Background: an optimization exercise with open tools, aiming at small area. Do not read the settings as production practice. In this exercise RTL edits were held to simulation tests only and were not proved equivalent to the original. The clock input has no modelled driver; a real chip could not lean on it and would need a root buffer or a full tree. Power and IR drop assume default switching activity.

Design TopModule, start of the top module:
module TopModule(
    input [5:0] in,
    input clk,
    input reset,
    output [6:0] NUM,
    output [3:0] AN,
    output busy,
    output wire [5:0] in2
    );
For scale: roughly 480 cells after synthesis, about 160 flip-flops, ~26 I/O pins, roughly 5000 um^2 of cells after synthesis.
export LEC_CHECK = 0
export CAP_MARGIN = 0
export CORE_MARGIN = 2
export CORE_UTILIZATION = 75
export SLEW_MARGIN = 0
create_clock -name core_clock -period 10.0 [get_ports {clk}]
standard.sh (not shown) runs the stock make flow with config.mk's settings and CLKGATE_MAP_FILE= SYNTH_SCRIPT=/design/flow/synth_recipe.tcl, a recipe that flattens the netlist after the stock synthesis.
==> flow/flow/run.sh <==
#!/bin/bash
# Own flow: the standard layout (standard.sh) with three changes:
#  - synthesis maps logic with flow/abc_area.script (area-oriented ABC mapping)
#    in place of ORFS's speed script; everything else in synthesis is ORFS's
#    own scripts, copied unchanged into scripts/ here;
#  - port buffers use the smallest buffer cell;
#  - the clock tree is built by flow/cts_pre.tcl (a few large clock buffers)
#    instead of TritonCTS.
# All tool output goes to standard_make.log and ORFS's own logs.
set -euo pipefail
here=$(pwd)
rm -rf "$here/scripts"
cp -r "$FLOW_HOME/scripts" "$here/scripts"
cp "$here/flow/abc_area.script" "$here/scripts/abc_speed.script"
bash standard.sh \
  "SCRIPTS_DIR=$here/scripts" \
  "BUFFER_PORTS_ARGS=-buffer_cell sky130_fd_sc_hd__buf_1" \
  "PRE_CTS_TCL=$here/flow/cts_pre.tcl" \
  CTS_LEAVES=4 CTS_ROOT=1 CTS_LEAF_CELL=sky130_fd_sc_hd__inv_16 CTS_ROOT_CELL=sky130_fd_sc_hd__inv_8 \
  finish > standard_make.log 2>&1
==> flow/flow/abc_area.script <==
&get -n
&st
&dch
&nf -a -p -R 1000 -E 50 -A 6 -F 8
&st
&dch
&nf -a -p -R 1000 -E 50 -A 6 -F 8
&put
topo
stime -c
dnsize -c
Other scripts of this flow, unchanged in this note and not shown: flow/flow/cts_pre.tcl
The starting point went through all stages and came out clean.
Rerun with:
==> flow/flow/abc_area.script (replaced) <==
&get -n
&st
&dch
&nf -a -A 6 -F 8 -R 1000 -C 32 -p
&st
&dch
&nf -a -A 6 -F 8 -R 1000 -C 32 -p
&st
&dch
&nf -a -A 6 -F 8 -R 1000 -C 32 -p
&put
topo
stime -c
dnsize -c
CORE_UTILIZATION = 60   (was 75)
GPL_TIMING_DRIVEN = 0   (was default)
- utilization goes down by 16 points
- routed wire length decreases by 11%
- global-route usage drops by 6.7 points
Rerun with:
==> flow/flow/abc_area.script (replaced) <==
&get -n
&st
&dch
&nf -a -p -R 1000 -E 50 -A 6 -F 8
&st
&dch
&nf -a -p -R 1000 -E 50 -A 6 -F 8
&put
topo
stime -c
dnsize -c
CORE_UTILIZATION = 85   (was 60)
GPL_TIMING_DRIVEN = default   (was 0)
Result: Utilization goes up by 25 points. Die area fell by 29%. Hold slack gets better by 6.1 ps. Synthesized area went down by 0.69%. Wire length came out higher by 36%. Clock skew is about the same. Power grows by 0.50%.
Rerun with:
CORE_UTILIZATION = 60   (was 85)
Routed wire length went down by a quarter to a third.
Design area went up slightly.
Fmax went up by a few percent.
Utilization went down by 26 points.
Worst setup slack gains 93 ps.
Final cell count went up by a few percent.
First-iteration DRC count went down by well over a third.
Sequential power hardly moves.
In every run of this note, the design's own scripts or RTL, not TritonCTS, make the clock network.

========
Setup of oak:
Another version of the RTL of TopModule (not shown whole).
For scale: about 490 cells after synthesis, ~160 flip-flops.
clock: 10.0 ns
lec_check: 0
cap_margin: 0
core_margin: 2
core_utilization: 60
slew_margin: 0
==> flow/flow/run.sh <==
#!/bin/bash
# Own flow: the standard layout (standard.sh) with three changes:
#  - synthesis maps logic with flow/abc_area.script (area-oriented ABC mapping)
#    in place of ORFS's speed script; everything else in synthesis is ORFS's
#    own scripts, copied unchanged into scripts/ here;
#  - port buffers use the smallest buffer cell;
#  - the clock tree is built by flow/cts_pre.tcl (a few large clock buffers)
#    instead of TritonCTS.
# All tool output goes to standard_make.log and ORFS's own logs.
set -euo pipefail
here=$(pwd)
rm -rf "$here/scripts"
cp -r "$FLOW_HOME/scripts" "$here/scripts"
cp "$here/flow/abc_area.script" "$here/scripts/abc_speed.script"
bash standard.sh \
  "SCRIPTS_DIR=$here/scripts" \
  "BUFFER_PORTS_ARGS=-buffer_cell sky130_fd_sc_hd__buf_1" \
  "PRE_CTS_TCL=$here/flow/cts_pre.tcl" \
  CTS_LEAVES=8 CTS_LEAF_CELL=sky130_fd_sc_hd__clkbuf_8 CTS_ROOT_CELL=sky130_fd_sc_hd__clkbuf_8 \
  finish > standard_make.log 2>&1
==> flow/flow/cts_pre.tcl <==
set leaves $::env(CTS_LEAVES)
set leaf_cell $::env(CTS_LEAF_CELL)
set block [ord::get_db_block]
set db [ord::get_db]
set clk [$block findNet clk]

set pts {}
foreach it [$clk getITerms] {
  lassign [$it getAvgXY] ok x y
  lappend pts [list $it $x $y]
}

proc bisect {pts n} {
  if {$n <= 1} { return [list $pts] }
  set xs [lsort -integer [lmap p $pts {lindex $p 1}]]
  set ys [lsort -integer [lmap p $pts {lindex $p 2}]]
  set axis [expr {([lindex $xs end] - [lindex $xs 0]) >= ([lindex $ys end] - [lindex $ys 0]) ? 1 : 2}]
  set sorted [lsort -integer -index $axis $pts]
  set n1 [expr {$n / 2}]
  set k [expr {int(round([llength $sorted] * double($n1) / $n))}]
  set a [lrange $sorted 0 [expr {$k - 1}]]
  set b [lrange $sorted $k end]
  return [concat [bisect $a $n1] [bisect $b [expr {$n - $n1}]]]
}

proc centre {pts} {
  set sx 0; set sy 0
  foreach p $pts { set sx [expr {$sx + [lindex $p 1]}]; set sy [expr {$sy + [lindex $p 2]}] }
  set n [llength $pts]
  return [list [expr {$sx / $n}] [expr {$sy / $n}]]
}

proc add_buf {block db cell name in_net x y} {
  set master [$db findMaster $cell]
  set inst [odb::dbInst_create $block $master $name]
  set out [odb::dbNet_create $block "${name}_net"]
  $out setSigType CLOCK
  [$inst findITerm A] connect $in_net
  [$inst findITerm X] connect $out
  $inst setLocation [expr {int($x)}] [expr {int($y)}]
  $inst setPlacementStatus PLACED
  return $out
}

set groups [bisect $pts $leaves]
set drive $clk
if {$leaves > 4} {
  lassign [centre $pts] cx cy
  set drive [add_buf $block $db $::env(CTS_ROOT_CELL) clkroot $clk $cx $cy]
}
set i 0
foreach g $groups {
  lassign [centre $g] cx cy
  set out [add_buf $block $db $leaf_cell clkleaf_$i $drive $cx $cy]
  foreach p $g {
    set it [lindex $p 0]
    $it disconnect
    $it connect $out
  }
  puts "clock leaf $i: [llength $g] flip-flops"
  incr i
}

rename clock_tree_synthesis orfs_clock_tree_synthesis
proc clock_tree_synthesis {args} {
  puts "clock tree built by cts_pre.tcl"
  set_propagated_clock [all_clocks]
}
Other scripts of this flow, unchanged in this note and not shown: flow/flow/abc_area.script
oak completed end to end with timing, DRC and antenna clean.
Edits applied to the flow inputs when going from oak to pine:
--- a/flow/flow/run.sh
+++ b/flow/flow/run.sh
@@ -19 +19 @@
-  CTS_LEAVES=8 CTS_LEAF_CELL=sky130_fd_sc_hd__clkbuf_8 CTS_ROOT_CELL=sky130_fd_sc_hd__clkbuf_8 \
+  CTS_LEAVES=4 CTS_ROOT=1 CTS_LEAF_CELL=sky130_fd_sc_hd__inv_16 CTS_ROOT_CELL=sky130_fd_sc_hd__inv_8 \
--- a/flow/flow/cts_pre.tcl
+++ b/flow/flow/cts_pre.tcl
@@ -38,2 +38,4 @@
-  [$inst findITerm A] connect $in_net
-  [$inst findITerm X] connect $out
+  foreach it [$inst getITerms] {
+    if {[$it isInputSignal]} { $it connect $in_net }
+    if {[$it isOutputSignal]} { $it connect $out }
+  }
@@ -47 +49 @@
-if {$leaves > 4} {
+if {$leaves > 4 || $::env(CTS_ROOT) == 1} {
@@ -63,0 +66,2 @@
+rename repair_clock_inverters orfs_repair_clock_inverters
+proc repair_clock_inverters {args} {}
==> comparison <==
oak and pine ended up with roughly the same final count of negative-setup-slack endpoints.
Of pine and oak, pine shows the higher number of iterations in the first detailed-routing pass, with oak below it.
Compared with oak, in pine power per cell area shows a reduction of 1.7%, via count shows a reduction of about 0.46%, aggregate routed wire length went down 0.77%.
In the metrics for pine and oak, the one carrying the higher total power after layout is oak.
On global routing usage on met1, pine tracks oak almost exactly.
pine against oak: combined global-route utilization of all metal layers lower; worst hold slack roughly the same.
In every run of this note, the design's own scripts or RTL, not TritonCTS, make the clock network.

-- static timing again, ports no longer ideal --
Ports are ideal in the flow. The routed layouts listed here were re-timed in OpenROAD. Step 1, drivers: a clkbuf_16 drives clk and a buf_2 each remaining input, both assumed. Step 2 moves the port delays by t, midway between the first and last clock arrival at a register: inputs arrive t later, outputs are due t later. That takes back most of the time a late clock gives input paths. Three values: ideal ports, drivers, drivers and shift; two values: the first two.
| run | t, ns | slack for setup (ns) | worst slew at a driven data input, ns |
|---|---|---|---|
| the first run of note 1 | 0.254 | 5.806 / 5.759 / 6.013 | 0.03 |
| the second run of note 1 | 0.256 | 5.772 / 5.725 / 5.981 | 0.03 |
| the third run of note 1 | 0.255 | 5.804 / 5.756 / 6.011 | 0.04 |
| the fourth run of note 1 | 0.256 | 5.897 / 5.850 / 6.105 | 0.03 |
| oak | 0.409 | 5.668 / 5.640 / 6.050 | 0.04 |
| pine | 0.252 | 5.850 / 5.803 / 6.055 | 0.04 |
After both steps every run listed still meets setup and hold.
